Source: an optimization exercise on an open RTL-to-GDS flow (aim: small area). Production flows keep margins and buffers that such runs may drop.
Function was checked by simulation only, so behaviour that the tests miss may differ from the original.
No activity file was given, so power comes from the tool's default toggle rates.

`flow/design.v`:
```
`timescale 1ns/1ps
module    UART_FIFO_own(
    input clk,                  
    input rstn,                 
    input fifo_rst,             
    input rd_en,                
    input wr_en,                 
    input [7:0] data_in,         
    output reg [7:0] data_out,   
    output wr_full,               
    output rd_empty,              
    output reg [4:0] fifo_cnt     
);
wire             full;
wire             empty;   
reg  [4:0]      wptr;                 
reg  [4:0]      rptr;                 
reg  [7:0]      ram[15:0];            
assign wr_full=full;
assign rd_empty=empty;
always@(posedge clk or negedge rstn) begin
    if(!rstn) begin
        data_out <= 8'd0;
        rptr   <= 5'd0;
    end
    else begin
        if(fifo_rst) begin
            rptr <= 5'd0;
        end
        else begin
            if(rd_en && !empty) begin
                data_out <= ram[rptr[3:0]];
                rptr   <= rptr + 1'b1;
            end
        end
    end
end
always@(posedge clk or negedge rstn) begin
    if(!rstn) begin
        wptr <= 5'd0;
    end
    else begin
        if(fifo_rst) begin
            wptr <= 5'd0;
        end
        else begin
            if(wr_en && !full) begin
                ram[wptr[3:0]] <= data_in;
                wptr            <= wptr + 1'b1; 
            end
        end
    end
end
always@(posedge clk or negedge rstn) begin
    if(!rstn) begin
        fifo_cnt <= 5'd0;
    end
    else begin
        fifo_cnt <= wptr - rptr;
    end
end
assign    full  = ({!wptr[4],wptr[3:0]}==rptr)? 1'b1 : 1'b0;
assign    empty = (wptr==rptr)? 1'b1:1'b0;
endmodule
`timescale 1ns/1ps
module    UART_BAUD_own(
    input           clk26m, 
    input           rstn, 
    input           tx_bps_en,  
    input           rx_bps_en,
    input    [9:0]  baud_div, 
    output          rx_bpsclk,  
    output          tx_bpsclk 
);
reg  [13:0]     cnt_value;            
reg  [13:0]     cnt_baud_rx;          
reg  [13:0]     cnt_baud_tx;          
always@(posedge clk26m or negedge rstn) begin
    if(!rstn) begin
        cnt_baud_rx <= 14'd0;
    end
    else begin
        if(rx_bps_en) begin
            if(cnt_baud_rx > cnt_value - 1'b1) begin
                cnt_baud_rx <= 14'd0;
            end
            else begin
                cnt_baud_rx <= cnt_baud_rx + 1'b1;
            end
        end
        else begin
            cnt_baud_rx <= 14'd0;
        end
    end
end
assign  rx_bpsclk = (cnt_baud_rx == (cnt_value/2))? 1'b1:1'b0;
always@(posedge clk26m or negedge rstn) begin
    if(!rstn) begin
        cnt_baud_tx <= 14'd0;
    end
    else begin
        if(tx_bps_en) begin
            if(cnt_baud_tx > cnt_value - 1'b1) begin
                cnt_baud_tx <= 14'd0;
            end
            else begin
                cnt_baud_tx <= cnt_baud_tx + 1'b1;
            end
        end
        else begin
            cnt_baud_tx <= 14'd0;
        end
    end
end
assign  tx_bpsclk = (cnt_baud_tx == (cnt_value/2))? 1'b1:1'b0;
always@(posedge clk26m or negedge rstn) begin
    if(!rstn) begin
        cnt_value <= (10'd338+ 1'b1) << 4;
    end
    else begin
        cnt_value <= (baud_div + 1'b1) << 4;
    end
end
endmodule
module UART_REG_IF_own (
    input               clk,
    input               rstn,
    input       [3:0]   paddr_i,    
    input       [31:0]  pwdata_i,   
    input               psel_i,     
    input               penable_i,
    input               pwrite_i,
    input               st_error,        
    input               p_error,         
    input               rx_fifo_rempty,  
    input       [4:0]   rx_fifo_cnt,     
    input       [7:0]   rx_data,         
    input               tx_fifo_wfull,   
    input       [4:0]   tx_fifo_cnt,     
    output  reg         uart_int_o,      
    output  reg [31:0]  prdata_o,
    output  reg         st_check,
    output  reg         p_error_ack,
    output  reg         st_error_ack,
    output  reg         rx_fifo_rst,
    output  reg         stop_bit,
    output  reg [3:0]   two_tx_delay,
    output  reg [7:0]   tx_data,
    output  reg          tx_fifo_rst,
    output reg          check,
    output reg          parity,
    output reg          rx_fifo_rd_en,
    output reg          tx_fifo_wr_en,
    output reg [9:0]    baud_div
);
reg  [31:0]     uart_tx;              
reg  [31:0]     uart_rx;              
reg  [31:0]     uart_baud;            
reg  [31:0]     uart_conf;            
reg  [31:0]     uart_rxtrig;          
reg  [31:0]     uart_txtrig;          
reg  [31:0]     uart_delay;           
reg  [31:0]     uart_status;          
reg  [31:0]     uart_rxfifo_stat;     
reg  [31:0]     uart_txfifo_stat;     
reg             rx_state;                
reg  [1:0]      tx_state;             
reg             rx_state_int;             
reg             tx_state_int;             
reg             uart_status3_delay1;
reg             uart_status3_delay2;
wire            neg_uart_status3;
reg             uart_status2_delay1;
reg             uart_status2_delay2;
wire            neg_uart_status2;
reg             st_error_syn1;
reg             st_error_syn2;
reg             st_error_syn3;
wire            st_error_syn;
reg             p_error_syn1;
reg             p_error_syn2;
reg             p_error_syn3;
wire            p_error_syn;
always@(posedge clk or negedge rstn) begin
    if(!rstn) begin
        uart_status3_delay1 <= 1'b0;
        uart_status3_delay2 <= 1'b0;
    end
    else begin
        uart_status3_delay1 <= uart_status[3];
        uart_status3_delay2 <= uart_status3_delay1;
    end
end
assign  neg_uart_status3 = (!uart_status3_delay1) && uart_status3_delay2;
always@(posedge clk or negedge rstn) begin
    if(!rstn) begin
        uart_status2_delay1 <= 1'b0;
        uart_status2_delay2 <= 1'b0;
    end
    else begin
        uart_status2_delay1 <= uart_status[2];
        uart_status2_delay2 <= uart_status2_delay1;
    end
end
assign  neg_uart_status2 = (!uart_status2_delay1) && uart_status2_delay2;
always@(posedge clk or negedge rstn) begin
    if(!rstn) begin
        p_error_syn1 <= 1'b0;
        p_error_syn2 <= 1'b0;
        p_error_syn3 <= 1'b0;
    end
    else begin
        p_error_syn1 <= p_error;
        p_error_syn2 <= p_error_syn1;
        p_error_syn3 <= p_error_syn2;
    end
end
assign  p_error_syn = p_error_syn2 && (!p_error_syn3);
always@(posedge clk or negedge rstn) begin
    if(!rstn) begin
        st_error_syn1 <= 1'b0;
        st_error_syn2 <= 1'b0;
        st_error_syn3 <= 1'b0;
    end
    else begin
        st_error_syn1 <= st_error;
        st_error_syn2 <= st_error_syn1;
        st_error_syn3 <= st_error_syn2;
    end
end
assign  st_error_syn = st_error_syn2 && (!st_error_syn3);
always@(posedge clk or negedge rstn) begin
    if(!rstn) begin
        uart_tx     <= 32'h0;
        uart_baud   <= 32'hf152;
        uart_conf   <= 32'h34;
        uart_rxtrig <= 32'h1;
        uart_txtrig <= 32'h0;
        uart_delay  <= 32'h2;
    end
    else begin
        if(psel_i && penable_i && pwrite_i) begin
            case(paddr_i)
            4'h0:
                uart_tx     <= pwdata_i;
            4'h2:
                uart_baud   <= pwdata_i;
            4'h3:
                uart_conf   <= pwdata_i;
            4'h4:
                uart_rxtrig <= pwdata_i;
            4'h5:
                uart_txtrig <= pwdata_i;
            4'h6:
                uart_delay  <= pwdata_i;
            endcase
        end
    end
end
always@(posedge clk or negedge rstn) begin
    if(!rstn) begin
        prdata_o <= 32'h0;
    end
    else begin
        if(psel_i && (!penable_i) && (!pwrite_i)) begin
            case(paddr_i)
            4'h0:
                prdata_o <= uart_tx;
            4'h1:
                prdata_o <= uart_rx;
            4'h2:
                prdata_o <= uart_baud;
            4'h3:
                prdata_o <= uart_conf;
            4'h4:
                prdata_o <= uart_rxtrig;
            4'h5:
                prdata_o <= uart_txtrig;
            4'h6:
                prdata_o <= uart_delay;
            4'h7:
                prdata_o <= uart_status;
            4'h8:
                prdata_o <= uart_rxfifo_stat;
            4'h9:
                prdata_o <= uart_txfifo_stat;
            endcase
        end
    end
end
always@(posedge clk or negedge rstn) begin
    if(!rstn) begin
        uart_rxfifo_stat <= 32'h0;
        uart_txfifo_stat <= 32'h0;
    end
    else begin
        uart_rxfifo_stat <= {27'b0,rx_fifo_cnt};
        uart_txfifo_stat <= {27'b0,tx_fifo_cnt};
    end
end
always@(posedge clk or negedge rstn) begin
    if(!rstn) begin
        rx_fifo_rd_en <= 1'b0;
        rx_state       <= 1'b0;
    end
    else begin
        case(rx_state)
        1'b0: begin
            if(psel_i && (!penable_i)&&(!pwrite_i)&&(paddr_i==4'h7)) begin
                if(uart_status[1] && !rx_fifo_rempty) begin
                    rx_fifo_rd_en <= 1'b1;
                    rx_state        <= 1'b1;
                end
            end
            if(psel_i &&(!penable_i)&&(!pwrite_i)&&(paddr_i==4'h1)) begin
                rx_fifo_rd_en <= 1'b1;
                rx_state        <= 1'b1;
            end
        end
        1'b1: begin
            rx_fifo_rd_en <= 1'b0;
            rx_state        <= 1'b0;
        end
        endcase
    end
end
always@(posedge clk or negedge rstn) begin
    if(!rstn) begin
        tx_fifo_wr_en <= 1'b0;
        tx_state     <= 2'b0;
    end
    else begin
        case(tx_state)
        2'b0: begin
            if(psel_i && penable_i && pwrite_i && (paddr_i==4'h0)) begin
                tx_state <= 2'b01;
            end
        end
        2'b01: begin
            tx_state    <= 2'b10;
            tx_fifo_wr_en <= 1'b1;
        end
        2'b10: begin
            tx_fifo_wr_en <= 1'b0;
            tx_state     <= 2'b0;
        end
        endcase
    end
end
always@(posedge clk or negedge rstn) begin
    if(!rstn) begin
        p_error_ack  <= 1'b0;
        st_error_ack <= 1'b0;
        uart_status  <= 32'h0;
        rx_state_int     <= 1'b0;
        tx_state_int     <= 1'b0;
    end
    else begin
        if(st_error_syn) begin
            uart_status[3]   <= 1'b1;
        end
        else begin
            if(neg_uart_status3) begin
                st_error_ack <= 1'b1;
            end
            else begin
                if(!st_error_syn2) begin
                    st_error_ack <= 1'b0;
                end
            end
        end
        if(p_error_syn) begin
            uart_status[2]   <= 1'b1;
        end
        else begin
            if(neg_uart_status2) begin
                p_error_ack  <= 1'b1;
            end
            else begin
                if(!p_error_syn2) begin
                    p_error_ack  <= 1'b0;
                end
            end
        end
        case(rx_state_int)
        1'b0: begin
            if(rx_fifo_cnt == (uart_rxtrig[3:0] - 1'b1)) begin
                rx_state_int      <= 1'b1;
            end
            else begin
                rx_state_int      <= 1'b0;
            end
        end
        1'b1: begin
            if(rx_fifo_cnt == uart_rxtrig[3:0]) begin
                uart_status[1] <= 1'b1;
                rx_state_int       <= 1'b0;
            end
            else begin
                rx_state_int       <= 1'b1;
            end
        end
        endcase
        case(tx_state_int)
        1'b0: begin
            if(tx_fifo_cnt == (uart_txtrig[3:0] + 1'b1)) begin
                tx_state_int       <= 1'b1;
            end
            else begin
                tx_state_int       <= 1'b0;
            end
        end
        1'b1: begin
            if(tx_fifo_cnt == uart_txtrig[3:0]) begin
                uart_status[0] <= 1'b1;
                tx_state_int       <= 1'b0;
            end
            else begin
                tx_state_int       <= 1'b1;
            end
        end
        endcase
        if(psel_i && penable_i && pwrite_i && (paddr_i==4'h7)) begin
            uart_status <= uart_status & (~pwdata_i);
        end
    end
end
always @(posedge clk or negedge rstn) begin
    if(!rstn) begin
	      uart_int_o <= 1'b0;
		end
	  else begin
	      if(|uart_status[3:0]) begin
            uart_int_o <= 1'b1;
        end
		    else begin
            uart_int_o <= 1'b0;
        end
		end
end
always@(posedge clk or negedge rstn) begin
    if(!rstn) begin
        uart_rx <= 8'h0;
    end
    else begin
        uart_rx <= {24'b0,rx_data};
    end
end
always@(posedge clk or negedge rstn) begin
    if(!rstn) begin
        tx_data         <= 8'h0;
        baud_div        <= 10'h152;
        rx_fifo_rst     <= 1'b0;
        tx_fifo_rst     <= 1'b0;
        st_check        <= 1'b0;
        stop_bit        <= 1'b0;
        parity          <= 1'b0;
        check           <= 1'b0;
        two_tx_delay    <= 4'h2;
    end
    else begin
        tx_data         <= uart_tx[7:0];
        baud_div        <= uart_baud[9:0];
        rx_fifo_rst     <= uart_conf[15];
        tx_fifo_rst     <= uart_conf[14];
        st_check        <= uart_conf[3];
        stop_bit        <= uart_conf[2];
        parity          <= uart_conf[1];
        check           <= uart_conf[0];
        two_tx_delay    <= uart_delay[3:0];
    end
end
endmodule
module UART_RX_own (
    input           clk,                 
    input           rstn,               
    input           clk26m,              
    input           rst26m_n,            
    input           rx_in,               
    input           rx_bps_clk,          
    input           st_check,            
    input           parity,              
    input           check_en,            
    input           p_error_ack,         
    input           st_error_ack,        
    input           rx_fifo_rst,         
    input           rx_fifo_rd_en,       
    output  reg     rx_bps_en,           
    output  reg     st_error,            
    output  reg     p_error,             
    output          rx_fifo_rempty,      
    output [4:0]    rx_fifo_cnt,         
    output [7:0]    data_to_regif        
);
    reg             rx_fifo_wr_en;       
    reg    [2:0]    state;
    reg    [2:0]    nextstate;
    reg    [1:0]    wdata_state;
    reg    [4:0]    data_cnt;
    reg    [7:0]    data_rx;
    wire            rx_fifo_wfull;
    wire            neg_rx_in;           
    reg             start_right;         
    reg             rx_start;            
    reg             rx_ack;              
    reg             rx_in_delay1;
    reg             rx_in_delay2;
    reg             rx_ack_delay1;
    reg             rx_ack_delay2;
    reg             st_error_ack_delay1;
    reg             st_error_ack_delay2;
    reg             p_error_ack_delay1;
    reg             p_error_ack_delay2;
    reg             rx_start_delay1;
    reg             rx_start_delay2;
    reg             st_check_syn1;
    reg             st_check_syn2;
    reg             parity_syn1;
    reg             parity_syn2;
    reg             check_en_syn1;
    reg             check_en_syn2;
parameter           IDLE        = 3'b000;
parameter           START       = 3'b001;
parameter           RX_DATA     = 3'b010;
parameter           CHECK_DATA  = 3'b011;
parameter           STOP        = 3'b110;
parameter           SEND        = 3'b111;
UART_FIFO_own   uart_rx_fifo(
    .clk(clk),
    .rstn(rstn),
    .fifo_rst(rx_fifo_rst),
    .rd_en(rx_fifo_rd_en),
    .wr_en(rx_fifo_wr_en),
    .data_in(data_rx),
    .data_out(data_to_regif),
    .wr_full(rx_fifo_wfull),
    .rd_empty(rx_fifo_rempty),
    .fifo_cnt(rx_fifo_cnt)
);
always @(posedge clk26m or negedge rst26m_n) begin
    if(!rst26m_n)begin
        rx_ack_delay1 <= 1'b0;
        rx_ack_delay2 <= 1'b0;
    end
    else begin
        rx_ack_delay1 <= rx_ack;
        rx_ack_delay2 <= rx_ack_delay1;
    end 
end
always @(posedge clk26m or negedge rst26m_n) begin
    if(!rst26m_n)begin
        st_error_ack_delay1 <= 1'b0;
        st_error_ack_delay2 <= 1'b0;
    end
    else begin
       st_error_ack_delay1 <= st_error_ack;
       st_error_ack_delay2 <= st_error_ack_delay1; 
    end
end
always @(posedge clk26m or negedge rst26m_n) begin
    if(!rst26m_n)begin
        p_error_ack_delay1 <= 1'b0;
        p_error_ack_delay2 <= 1'b0;
    end
    else begin
        p_error_ack_delay1 <= p_error_ack;
        p_error_ack_delay2 <= p_error_ack_delay1; 
    end
end
always @(posedge clk or negedge rstn) begin
    if(!rstn)begin
        rx_start_delay1 <= 1'b0;
        rx_start_delay2 <= 1'b0;       
    end
    else begin
       rx_start_delay1 <= rx_start;
       rx_start_delay2 <= rx_start_delay1; 
    end
end
always @(posedge clk26m or negedge rst26m_n) begin
    if(!rst26m_n)begin
        st_check_syn1 <= 1'b0;
        st_check_syn2 <= 1'b0;
    end
    else begin
        st_check_syn1 <= st_check;
        st_check_syn2 <= st_check_syn1;
    end
end
always @(posedge clk26m or negedge rst26m_n) begin
    if(!rst26m_n)begin
        parity_syn1 <= 1'b0;
        parity_syn2 <= 1'b0;
    end
    else begin
        parity_syn1 <= parity;
        parity_syn2 <= parity_syn1;
    end
end
always@(posedge clk26m or negedge rst26m_n)begin
    if(!rst26m_n)begin
        check_en_syn1 <= 1'b0;
        check_en_syn2 <= 1'b0;
    end
    else begin
        check_en_syn1 <= check_en;
        check_en_syn2 <= check_en_syn1;
    end
end
always @(posedge clk26m or negedge rst26m_n) begin
    if(!rst26m_n)begin
        rx_in_delay1 <= 1'b0;
        rx_in_delay2 <= 1'b0;
    end
    else begin
        rx_in_delay1 <= rx_in;
        rx_in_delay2 <= rx_in_delay1;
    end
end
assign neg_rx_in = !rx_in_delay1 && rx_in_delay2;
always @(posedge clk26m or negedge rst26m_n) begin
    if(!rst26m_n)begin
        state <= IDLE;
    end
    else begin
        state <= nextstate;
    end
end
always @(*) begin
    case(state)
    IDLE:begin
        if(neg_rx_in)begin
            nextstate = START;
        end
        else begin
            nextstate = IDLE; 
        end 
    end
    START:begin
        if(start_right==1)begin
            nextstate = RX_DATA;
        end
        else if(rx_bps_clk && rx_in)begin
            nextstate = IDLE;
        end
        else begin
            nextstate = START;
        end
    end
    RX_DATA:begin
        if(data_cnt < 4'd8)begin
            nextstate = RX_DATA;
        end
        else begin
            if(rx_bps_clk) begin 
                if(check_en_syn2) begin
                    nextstate = CHECK_DATA; 
                end
                else begin
                    nextstate = STOP;
                end
            end
            else begin
                nextstate = RX_DATA;
            end 
        end 
    end
    CHECK_DATA:begin
        if(p_error_ack_delay2)begin
            nextstate = IDLE;
        end
        else begin
            if(rx_bps_clk)begin
                    if(p_error)begin
                        nextstate = CHECK_DATA;  
                    end
                    else begin
                        if(st_check_syn2)begin
                            nextstate = STOP;
                        end
                        else begin
                            nextstate = SEND;
                        end
                end
            end
            else begin
                nextstate = CHECK_DATA;
            end
        end
    end
    STOP:begin
        if(st_error_ack_delay2)begin
            nextstate = IDLE;
        end
        else begin
            if(rx_bps_clk)begin
                if(st_error) begin
                    nextstate = STOP;
                end
                else begin
                    nextstate = SEND;
                end
            end
            else begin
                nextstate = STOP;
            end
        end    
    end
    SEND: begin
        if(rx_ack_delay2)begin
            nextstate = IDLE;
        end
        else begin
            nextstate = SEND;
        end
    end
    default:begin
        nextstate = IDLE;
    end
    endcase
end    
always @(posedge clk26m or negedge rst26m_n) begin
    if(!rst26m_n)begin
        rx_bps_en   <= 1'b0;
        st_error    <= 1'b0;
        p_error     <= 1'b0;
        data_cnt    <= 4'd0;
        data_rx     <= 8'd0;
        start_right <= 1'b0;
        rx_start    <= 1'b0;
    end
    else begin
        case(nextstate)
        IDLE:begin
            rx_bps_en   <= 1'b0;
            st_error    <= 1'b0;
            p_error     <= 1'b0;
            data_cnt    <= 4'b0;
            data_rx     <= 8'b0;
            start_right <= 1'b0;
            rx_start    <= 1'b0;
        end
        START:begin
            rx_bps_en   <= 1'b1;
            if(rx_bps_clk)begin
                if(rx_in == 1'b0)begin
                    start_right <= 1'b1;
                end
                else begin
                    start_right <= 1'b0;
                end
            end
        end
        RX_DATA:begin
            if(rx_bps_clk)begin
                data_rx[data_cnt] <= rx_in;
                data_cnt <=data_cnt +1'b1;
            end
        end
        CHECK_DATA:begin
            if(rx_bps_clk)begin
                if(parity_syn2)begin
                    if(^data_rx ==  rx_in) begin
                        p_error     <= 1'b1;
                        rx_bps_en   <= 1'b0;
                    end
                end
                else begin
                    if (^data_rx == !rx_in) begin
                        p_error     <= 1'b1;
                        rx_bps_en   <= 1'b0;
                    end
                end
            end
        end    
        STOP:begin
            if(rx_bps_clk)begin
                if(rx_in == 1'b0) begin
                    st_error    <= 1'b1;
                    rx_bps_en   <= 1'b0;
                end
            end
        end
        SEND:begin
            rx_start <= 1'b1;
        end
        endcase
    end
end
always @(posedge clk or negedge rstn) begin
    if(!rstn)begin
        rx_ack          <= 1'b0;
        rx_fifo_wr_en   <= 1'b0;
        wdata_state     <= 2'b0;
    end
    else begin
        case(wdata_state)
        2'b00:begin
            if(!rx_fifo_wfull && rx_start_delay2)begin
                rx_ack          <= 1'b1;
                rx_fifo_wr_en   <= 1'b1;
                wdata_state     <= 2'b01;
            end
        end
        2'b01:begin
            rx_fifo_wr_en       <=1'b0;
            if(!rx_start_delay2)begin
                rx_ack          <=1'b0;
                wdata_state     <=2'b10;
            end 
        end
        2'b10:begin
            wdata_state         <=2'b00;
        end
        endcase
    end
end
endmodule
 module UART_TX_own(
    input           clk,                 
    input           rstn,               
    input           clk26m,              
    input           rst26m_n,            
    input           tx_bps_clk,          
    input           check_en,            
    input           parity,              
    input           stop_bit,            
    input [7:0]     data_from_regif,     
    input [3:0]     two_tx_delay,        
    input           tx_fifo_rst,         
    input           tx_fifo_wr_en,       
    output  reg     tx_bps_en,           
    output  reg     tx_out,              
    output          tx_fifo_wfull,       
    output [4:0]    tx_fifo_cnt          
);
    reg  [2:0]      state;
    reg  [2:0]      nextstate;
    reg  [1:0]      rdata_state;
    reg  [3:0]      data_cnt;              
    reg  [3:0]      baud_cnt;              
    reg             tx_fifo_rd_en;         
    wire [7:0]      data_tx;               
    wire            tx_fifo_rempty;        
    reg             tx_ack;                
    reg             tx_start;             
    reg            tx_ack_delay1;
    reg            tx_ack_delay2;
    reg            tx_start_delay1;
    reg            tx_start_delay2;
    reg            stop_bit_syn1;
    reg            stop_bit_syn2;
    reg            check_en_syn1;
    reg            check_en_syn2;
    reg            parity_syn1;
    reg            parity_syn2;
    reg  [3:0]     two_tx_delay_syn1;
    reg  [3:0]     two_tx_delay_syn2;
    parameter     IDLE      = 3'b000;
    parameter     IRQ       = 3'b001;
    parameter     START_BIT = 3'b011;
    parameter     TX_DATA   = 3'b010;
    parameter     CHECK_BIT = 3'b110;
    parameter     STOP      = 3'b111;
    parameter     DELAY     = 3'b101;
UART_FIFO_own   uart_tx_fifo(
    .clk(clk),
    .rstn(rstn),
    .fifo_rst(tx_fifo_rst),
    .rd_en(tx_fifo_rd_en),
    .wr_en(tx_fifo_wr_en),
    .data_in(data_from_regif),
    .data_out(data_tx),
    .wr_full(tx_fifo_wfull),
    .rd_empty(tx_fifo_rempty),
    .fifo_cnt(tx_fifo_cnt)
);
always@(posedge clk26m or negedge rst26m_n) begin
    if(!rst26m_n) begin
        tx_ack_delay1 <= 1'b0;
        tx_ack_delay2 <= 1'b0;
    end
    else begin
        tx_ack_delay1 <= tx_ack;
        tx_ack_delay2 <= tx_ack_delay1;
    end
end
always@(posedge clk or negedge rstn) begin
    if(!rstn) begin
        tx_start_delay1 <= 1'b0;
        tx_start_delay2 <= 1'b0;
    end
    else begin
        tx_start_delay1 <= tx_start;
        tx_start_delay2 <= tx_start_delay1;
    end
end
always@(posedge clk26m or negedge rst26m_n) begin
    if(!rst26m_n) begin
        stop_bit_syn1 <= 1'b1;
        stop_bit_syn2 <= 1'b1;
    end
    else begin
        stop_bit_syn1 <= stop_bit;
        stop_bit_syn2 <= stop_bit_syn1;
    end
end
always@(posedge clk26m or negedge rst26m_n) begin
    if(!rst26m_n) begin
        check_en_syn1 <= 1'b0;
        check_en_syn2 <= 1'b0;
    end
    else begin
        check_en_syn1 <= check_en;
        check_en_syn2 <= check_en_syn1;
    end
end
always@(posedge clk26m or negedge rst26m_n) begin
    if(!rst26m_n) begin
        parity_syn1 <= 1'b0;
        parity_syn2 <= 1'b0;
    end
    else begin
        parity_syn1 <= parity;
        parity_syn2 <= parity_syn1;
    end
end
always@(posedge clk26m or negedge rst26m_n) begin
    if(!rst26m_n) begin
        two_tx_delay_syn1 <= 4'h2;
        two_tx_delay_syn2 <= 4'h2;
    end
    else begin
        two_tx_delay_syn1 <= two_tx_delay;
        two_tx_delay_syn2 <= two_tx_delay_syn1;
    end
end
always @(posedge clk26m or negedge rst26m_n) begin
    if(!rst26m_n)begin
        state <= IDLE;
    end
    else begin
        state <= nextstate;
    end
end
always@(*) begin
    case(state)
    IDLE: begin
        if(tx_ack_delay2) begin
            nextstate = IRQ;
        end
        else begin
            nextstate = IDLE;
        end
    end
    IRQ: begin
        if(tx_bps_clk) begin
            nextstate = START_BIT;
        end
        else begin
            nextstate = IRQ;
        end
    end
    START_BIT: begin
        if(tx_bps_clk) begin
            nextstate = TX_DATA;
        end
        else begin
            nextstate = START_BIT;
        end
    end
    TX_DATA: begin
        if(data_cnt < 4'd8) begin
            nextstate = TX_DATA;
        end
        else begin
            if(tx_bps_clk) begin
                if(check_en_syn2) begin
                    nextstate = CHECK_BIT;
                end
                else begin
                    nextstate = STOP;
                end
            end 
            else begin
                nextstate = TX_DATA;
            end
        end
    end
    CHECK_BIT: begin
        if(tx_bps_clk) begin
            if(stop_bit_syn2) begin
                nextstate = STOP;
            end
            else begin
                nextstate = DELAY;
            end
        end
        else begin
            nextstate = CHECK_BIT;
        end
    end
    STOP: begin
        if(tx_bps_clk) begin
            nextstate = DELAY;
        end
        else begin
            nextstate = STOP;
        end
    end
    DELAY: begin
        if(baud_cnt < two_tx_delay_syn2) begin
            nextstate = DELAY;
        end
        else begin
            nextstate = IDLE;
        end
    end
    default: begin
        nextstate = IDLE;
    end
    endcase
end
always@(posedge clk26m or negedge rst26m_n) begin
    if(!rst26m_n) begin
        tx_bps_en <= 1'b0;
        tx_start <= 1'b0;
        tx_out   <= 1'b1;
        data_cnt <= 4'd0;
        baud_cnt <= 4'd0;
    end
    else begin
        case(nextstate)
        IDLE: begin
            tx_start   <= 1'b1;
            baud_cnt   <= 4'd0;
            data_cnt   <= 4'd0;
        end
        IRQ: begin
            tx_bps_en   <= 1'b1;
            tx_start   <= 1'b0;
        end
        START_BIT: begin
            if(tx_bps_clk) begin
                tx_out <= 1'b0;
            end
        end
        TX_DATA: begin
            if(tx_bps_clk) begin
                tx_out   <= data_tx[data_cnt];
                data_cnt <= data_cnt + 1'b1;
            end
        end
        CHECK_BIT: begin
            if(tx_bps_clk) begin
                if(parity_syn2) begin
                    tx_out <= ^data_tx;
                end
                else begin
                    tx_out <= ^~data_tx;
                end
            end
        end
        STOP: begin
            if(tx_bps_clk) begin
                tx_out <= 1'b1;
            end
        end
        DELAY: begin
            if(tx_bps_clk) begin
                baud_cnt <= baud_cnt + 1'b1;
                tx_out   <= 1'b1;     
            end
        end
        endcase
    end
end
always @(posedge clk or negedge rstn) begin
    if(!rstn)begin
        tx_ack              <= 1'b0;
        tx_fifo_rd_en       <= 1'b0;
        rdata_state         <= 2'b0;
    end
    else begin
        case(rdata_state)
        2'b00: begin
            if(!tx_fifo_rempty && tx_start_delay2) begin
                tx_ack       <= 1'b1;
                tx_fifo_rd_en <= 1'b1;
                rdata_state  <= 2'b01;
            end
        end
        2'b01: begin
            tx_fifo_rd_en <= 1'b0;
            if(!tx_start_delay2) begin
                tx_ack      <= 1'b0;
                rdata_state <= 2'b10;
            end
        end
        2'b10: begin
            rdata_state <= 2'b0;
        end
        endcase
    end
end
endmodule
module UART_TOP_own (
    input               clk,
    input               rstn,
    input       [3:0]   paddr_i,    
    input       [31:0]  pwdata_i,   
    input               psel_i,     
    input               penable_i,
    input               pwrite_i,
    input               rx_in,
    output              tx_out,
    output              uart_int_o,
    output      [31:0]  prdata_o
);
    wire                clk26m   = clk;
    wire                rst26m_n = rstn;
    wire                rx_bps_clk;
    wire                st_check;
    wire                parity;
    wire                check_en;
    wire                p_error_ack;
    wire                st_error_ack;
    wire                rx_fifo_rst;
    wire                rx_fifo_rd_en;
    wire                rx_bps_en;
    wire                st_error;
    wire                p_error;
    wire                rx_fifo_rempty;
    wire        [4:0]   rx_fifo_cnt;
    wire        [7:0]   data_to_regif; 
    wire                tx_bps_clk;
    wire                stop_bit;
    wire        [3:0]   two_tx_delay;
    wire                tx_fifo_rst;
    wire                tx_fifo_wr_en;
    wire                tx_bps_en;
    wire                tx_fifo_wfull;
    wire        [4:0]   tx_fifo_cnt;
    wire        [7:0]   data_from_regif; 
    wire        [9:0]   baud_div;
    UART_RX_own    uart_rx(
        .clk(clk),
        .rstn(rstn),
        .clk26m(clk26m),
        .rst26m_n(rst26m_n),
        .rx_in(rx_in),
        .rx_bps_clk(rx_bps_clk),
        .st_check(st_check),
        .parity(parity),
        .check_en(check_en),
        .p_error_ack(p_error_ack),
        .st_error_ack(st_error_ack),
        .rx_fifo_rst(rx_fifo_rst),
        .rx_fifo_rd_en(rx_fifo_rd_en),
        .rx_bps_en(rx_bps_en),
        .st_error(st_error),
        .p_error(p_error),
        .rx_fifo_rempty(rx_fifo_rempty),
        .rx_fifo_cnt(rx_fifo_cnt),
        .data_to_regif(data_to_regif)
);
    UART_TX_own    uart_tx(
        .clk(clk),
        .rstn(rstn),
        .clk26m(clk26m),
        .rst26m_n(rst26m_n),
        .check_en(check_en),
        .parity(parity),
        .tx_bps_clk(tx_bps_clk),
        .stop_bit(stop_bit),
        .data_from_regif(data_from_regif),
        .two_tx_delay(two_tx_delay),
        .tx_fifo_rst(tx_fifo_rst),
        .tx_fifo_wr_en(tx_fifo_wr_en),
        .tx_bps_en(tx_bps_en),
        .tx_out(tx_out),
        .tx_fifo_wfull(tx_fifo_wfull),
        .tx_fifo_cnt(tx_fifo_cnt)
);
    UART_BAUD_own    uart_baud(
        .clk26m(clk26m),
        .rstn(rst26m_n),
        .tx_bps_en(tx_bps_en),
        .rx_bps_en(rx_bps_en),
        .baud_div(baud_div),
        .rx_bpsclk(rx_bps_clk),
        .tx_bpsclk(tx_bps_clk)
);
    UART_REG_IF_own uart_reg_if_own(
        .clk(clk),
        .rstn(rstn),
        .paddr_i(paddr_i),
        .pwdata_i(pwdata_i),
        .psel_i(psel_i),
        .penable_i(penable_i),
        .pwrite_i(pwrite_i),
        .st_error(st_error),
        .p_error(p_error),
        .rx_fifo_rempty(rx_fifo_rempty),
        .rx_fifo_cnt(rx_fifo_cnt),
        .rx_data(data_to_regif),
        .tx_fifo_wfull(tx_fifo_wfull),
        .tx_fifo_cnt(tx_fifo_cnt),
        .uart_int_o(uart_int_o),
        .prdata_o(prdata_o),
        .st_check(st_check),
        .p_error_ack(p_error_ack),
        .st_error_ack(st_error_ack),
        .rx_fifo_rst(rx_fifo_rst),
        .stop_bit(stop_bit),
        .two_tx_delay(two_tx_delay),
        .tx_data(data_from_regif),
        .tx_fifo_rst(tx_fifo_rst),
        .check(check_en),
        .parity(parity),
        .rx_fifo_rd_en(rx_fifo_rd_en),
        .tx_fifo_wr_en(tx_fifo_wr_en),
        .baud_div(baud_div)
);
endmodule
```
`flow/run.sh`:
```
#!/bin/bash
# synth_recipe.tcl (not shown) runs the flow's synth.tcl, then flattens the netlist and writes it again
# the make line also repeats each setting of config.mk as NAME=value (left out here)
make -C /OpenROAD-flow-scripts/flow DESIGN_CONFIG=/design/flow/config.mk WORK_HOME=/design/flow/orfs CLKGATE_MAP_FILE= SYNTH_SCRIPT=/design/flow/synth_recipe.tcl finish
```
`flow/config.mk`:
```
export PLATFORM = sky130hd
export DESIGN_NAME = UART_TOP_own
export DESIGN_NICKNAME = UART_TOP_own
export VERILOG_FILES = /design/flow/design.v
export SDC_FILE = /design/flow/constraint.sdc
export NUM_CORES = 4
export LEC_CHECK = 0
export CAP_MARGIN = 20
export CORE_MARGIN = 2
export CORE_UTILIZATION = 40
export SLEW_MARGIN = 20
```
`flow/constraint.sdc`:
```
create_clock -name core_clock -period 8.0 [get_ports {clk}]
set_input_delay 1.6000 -clock core_clock [delete_from_list [all_inputs] [get_ports {clk}]]
set_output_delay 1.6000 -clock core_clock [all_outputs]
set_load 0.01 [all_outputs]
```
==> results by group <==
Status
  – Outcome: finished clean

Drt
  – Routed length per instance: 21.7 um
  – Via density per instance: 5.64
  – Via count: roughly 20k
  – Final antenna-violating net count: 0
  – DRT Pass-1 Iters: 8
  – Starting DRT DRC Count: 1711
  – Total wire length: 78.4 mm
  – DR DRC count: 0

STA
  – TNS Setup: 0 ns
  – Period utilisation layout: 0.576
  – Max frequency: between 0.2 and 0.25 GHz
  – Worst setup margin: 3.39 ns
  – Final Skew: 0.0208 ns
  – Worst Tran Pin Value: 1.13 ns
  – RSZ-0062 raised after global routing: no
  – Relative slew slack: 0.242
  – Hold Violations, Final: 0
  – # setup viols final: 0
  – Fin. max-slew vios: 0
  – Fin crit period: 4.61 ns

Die
  – IO Pins: 76
  – Die W: 285 um
  – Core footprint: 78600 um2
  – Die height: 285 um
  – Cell Rows: 103
  – Die area: just over 80000 um2
  – Initial Util: 0.402

Job
  – Max Cap Viol: 0

Clock tree
  – CTS buffer count: 77
  – Post-cts resize count: 0
  – Clock latency (worst-skew pair): 0.62 ns
  – TritonCTS clock tree: yes
  – Number of H-tree levels: 3
  – Clock Pin Slew Worst Setup and Hold Paths: ~0.060 ns
  – Setup bufs post-CTS: 0
  – Clock Path Buffers: 3
  – Sink Count: 735
  – CTS Hold Buffers Added: 0
  – Root Buffer Master: clkbuf_16

Setup path
  – Critical path's top delay family: buffers and inverters
  – Setup crit start kind: input port
  – Critical Path RT: 8.52 ns
  – CP max-delay cell: clkdlybuf4s50_1
  – Buf/Inv on CP: 3
  – CP Cell Sequence: clkdlybuf4s50_1 > clkinv_1 > nor3_4 > buf_4 > a222oi_1 > o21ai_0 > a211oi_1 > o31ai_1
  – Crit end category: flip-flop
  – Crit Path Max Fanout: 24
  – CP Class: input port to flip-flop
  – Arr. time, crit path: between 5 and 6 ns
  – Critical path's largest stage delay: 1.16 ns
  – Setup slack, reg-to-reg: 3.92 ns

Pwr
  – Pwr Density: 302 nW/um2
  – Peak supply drop: 167 uV
  – Static Leakage: 0.0146 uW

Yosys
  – Post-synth EDFFs: 256
  – Register bit total from synthesis: 735
  – Mux cell area share after synthesis: 0.0780
  – Netlist cell types: 89
  – Yosys warnings: 6
  – Complex-gate fraction of the synthesized area: 0.122
  – Post-synth ARST share: 0.652
  – Adder-cell share of the synthesized area: 0.0302
  – Post-Synth XOR/XNOR Area: 0.0330
  – Mapped Area: 31600 um2
  – Top FF cell, synth: dfrtp_1
  – Simple-Gate Fraction of Synth Area: 0.0857
  – Syn Area/Cell: approximately 13 um2
  – Mapped Nets: approximately 2.6k
  – Post-Synthesis Cells: 2447
  – Combinational family with the most area after synthesis: compound AO/OA/AOI/OAI gates
  – Seq/Total Area, Yosys: 0.624

Cells and area
  – N_diodes: 0
  – Layout cells sized above 1: 0.168
  – Final net count: 2625
  – Post-Route Utilization: 0.459
  – Area growth from synthesis to layout: 14.2%
  – Post-route insts no fill: 3619

Global routing
  – First-pass GRT wire length: 124 mm
  – Total Routing Usage GR: 0.193
  – Initial antenna violation count: 5
  – GRT Residual Overflow: 0
  – Pin count of the biggest net entering global routing: 170
  – Number of global-route vias before repair: about 21k

Place
  – Inst Count DP: 3479
  – GP Congestion: 0.852
  – Place WS: 2.80 ns
  – PortBufs: between 70 and 80
  – Dpl hpwl: 48.6 mm

Min path
  – Worst Hold Class: flip-flop to flip-flop
[registers in the layout (all words and copies together), names as in the netlist, 10 cells and up]
name	cells
uart_reg_if_own.uart_delay	32
uart_tx.uart_tx_fifo.ram	128
uart_reg_if_own.uart_rxtrig	32
uart_reg_if_own.uart_conf	32
uart_reg_if_own.baud_div	10
uart_reg_if_own.prdata_o	32
uart_baud.cnt_value	10
uart_baud.cnt_baud_tx	14
uart_rx.uart_rx_fifo.ram	128
uart_reg_if_own.uart_status	32
uart_reg_if_own.uart_baud	32
uart_reg_if_own.uart_txtrig	32
uart_reg_if_own.uart_tx	32
uart_baud.cnt_baud_rx	14
[layer usage]
| layer | wire, um | up-vias | track usage |
|---|---|---|---|
| met5 | 10 | - | 0 |
| met1 | 34400 | 10500 | 0.266 |
| met3 | 4810 | 89 | 0.0329 |
| met4 | 1200 | 2 | 0.0500 |
| met2 | 37900 | 611 | 0.319 |
| li1 | - | 9229 | - |
[per-stage QoR]
stage          cell area [um2]  power [uW]  hold slack, ns
4_1_cts                  36100       11000           0.339
3_5_place_dp             33500        7420           0.335
6_report                 36100       10900           0.340
2_1_floorplan            31600        6570           0.331
3_3_place_gp             33500        7320           0.334
5_1_grt                  36100       11500           0.348
[power by group]
| part | switching, uW | leakage (uW) | internal, uW | total, uW |
|---|---|---|---|---|
| combinational | 1280 | 0.00490 | 986 | 2270 |
| clock | 1480 | 0.00123 | 2030 | 3510 |
| sequential | 561 | 0.00848 | 4540 | 5100 |
[worst reg2reg max path: stages (launching register included)]
cell and delay (ns):
dfrtp_1 0.33, buf_4 0.47, clkinv_1 0.52, ha_1 0.50
nand4_1 0.14, o21ai_0 0.15, nor3b_1 0.46, nand2_1 0.25
nor2_1 0.87
[area by class of cell]
class,instances,area (um2)
Tap cell,1050,1310
Multi-Input combinational cell,1495,11100
Clock inverter,35,334
Timing Repair Buffer,112,1070
Clock buffer,105,2190
Sequential cell,735,19700
Inverter,87,327
Fill cell,7021,42600
[cell usage after synthesis, types with 9 or more instances]
| cell type | number | area share |
|---|---|---|
| nand3_1 | 84 | 0.013 |
| nand2_1 | 133 | 0.016 |
| dfrtp_1 | 451 | 0.36 |
| xnor2_1 | 81 | 0.022 |
| a21boi_0 | 30 | 0.0071 |
| and3_1 | 23 | 0.0046 |
| ha_1 | 73 | 0.029 |
| a31oi_1 | 27 | 0.0053 |
| a21o_1 | 23 | 0.0055 |
| nor3_1 | 29 | 0.0046 |
| buf_1 | 22 | 0.0026 |
| nand2b_1 | 11 | 0.0022 |
| clkbuf_1 | 94 | 0.011 |
| buf_2 | 11 | 0.0017 |
| nor2_1 | 128 | 0.015 |
| and2_1 | 13 | 0.0026 |
| mux2_2 | 198 | 0.071 |
| a221oi_1 | 44 | 0.012 |
| inv_1 | 85 | 0.010 |
| dfstp_2 | 28 | 0.023 |
| a32oi_1 | 13 | 0.0036 |
| and4_1 | 9 | 0.0025 |
| nor2b_1 | 25 | 0.0050 |
| a21oi_1 | 79 | 0.013 |
| a22oi_1 | 70 | 0.017 |
| xor2_1 | 28 | 0.0078 |
| edfxtp_1 | 256 | 0.24 |
| o21ai_0 | 131 | 0.021 |
| a222oi_1 | 36 | 0.011 |
| nand4_1 | 23 | 0.0046 |
| mux2i_1 | 11 | 0.0035 |
[layout by cell type, fill, tap and decap left out, types with 9 or more instances in the layout]
cell and instances:
nor3_1 22, nand4_1 23, a222oi_1 36, edfxtp_1 256
nor2b_1 24, nor2_1 124, a21o_1 23, and4_1 9
clkinv_2 15, a22oi_1 70, buf_4 33, mux2_2 198
clkdlybuf4s50_1 74, a21boi_0 30, nand2_1 131, a221oi_1 44
and2_1 13, o21ai_0 131, xor2_1 28, a21oi_1 79
a31oi_1 27, and3_1 21, a32oi_1 13, mux2i_1 11
ha_1 73, xnor2_1 81, dfrtp_1 451, dfstp_2 28
nand3_1 83, clkbuf_16 79, clkbuf_8 10, nand2b_1 11
clkbuf_1 13, inv_1 85
[final timing paths]
| check | start | endpoint | depth (start not counted) |
|---|---|---|---|
| max in group asynchronous | rstn | uart_reg_if_own.uart_status[10]$_DFFE_PN0P_ | 3 |
| min in group asynchronous | rstn | uart_tx.uart_tx_fifo.data_out[4]$_DFFE_PN0P_ | 1 |
| hold / removal | uart_tx.two_tx_delay_syn1[0]$_DFF_PN0_ | uart_tx.two_tx_delay_syn2[0]$_DFF_PN0_ | 0 |
| hold reg to reg | uart_tx.two_tx_delay_syn1[0]$_DFF_PN0_ | uart_tx.two_tx_delay_syn2[0]$_DFF_PN0_ | 0 |
| setup / recovery | paddr_i[0] | uart_reg_if_own.prdata_o[4]$_DFFE_PN0P_ | 8 |
| setup reg to reg | uart_tx.uart_tx_fifo.rptr[2]$_DFFE_PN0P_ | uart_tx.uart_tx_fifo.ram[10][1]$_DFFE_PP_ | 8 |
[kinds of logic after synthesis]
kind of cell             after synthesis
flip-flops                           735
AO/OA/AOI/OAI                        552
buffers and inverters                217
adder cells (fa/ha/maj)               75
multiplexers                         216
XOR/XNOR                             114
AND/OR/NAND/NOR                      538

==> static timing again, ports no longer ideal <==
How much do the figures lean on ideal ports? The routed layout below was timed once more, with nothing changed but the port constraints.
Step 1 assumes that a clkbuf_16 drives the clock port and a buf_2 every other input.
Step 2 also shifts input and output timing later by t, the mid clock arrival at the registers, as if the neighbouring blocks saw the same clock.
Three values: ideal, step 1, step 2; two values: the first two.
t, ns: 0.673
setup slack, ns: 3.389 / 3.422 / 2.748
worst setup path at the end: input to register
After both steps setup and hold are still met in this run. For this run, drivers alone change the setup slack by +0.033 ns; drivers and shift together by -0.641 ns.
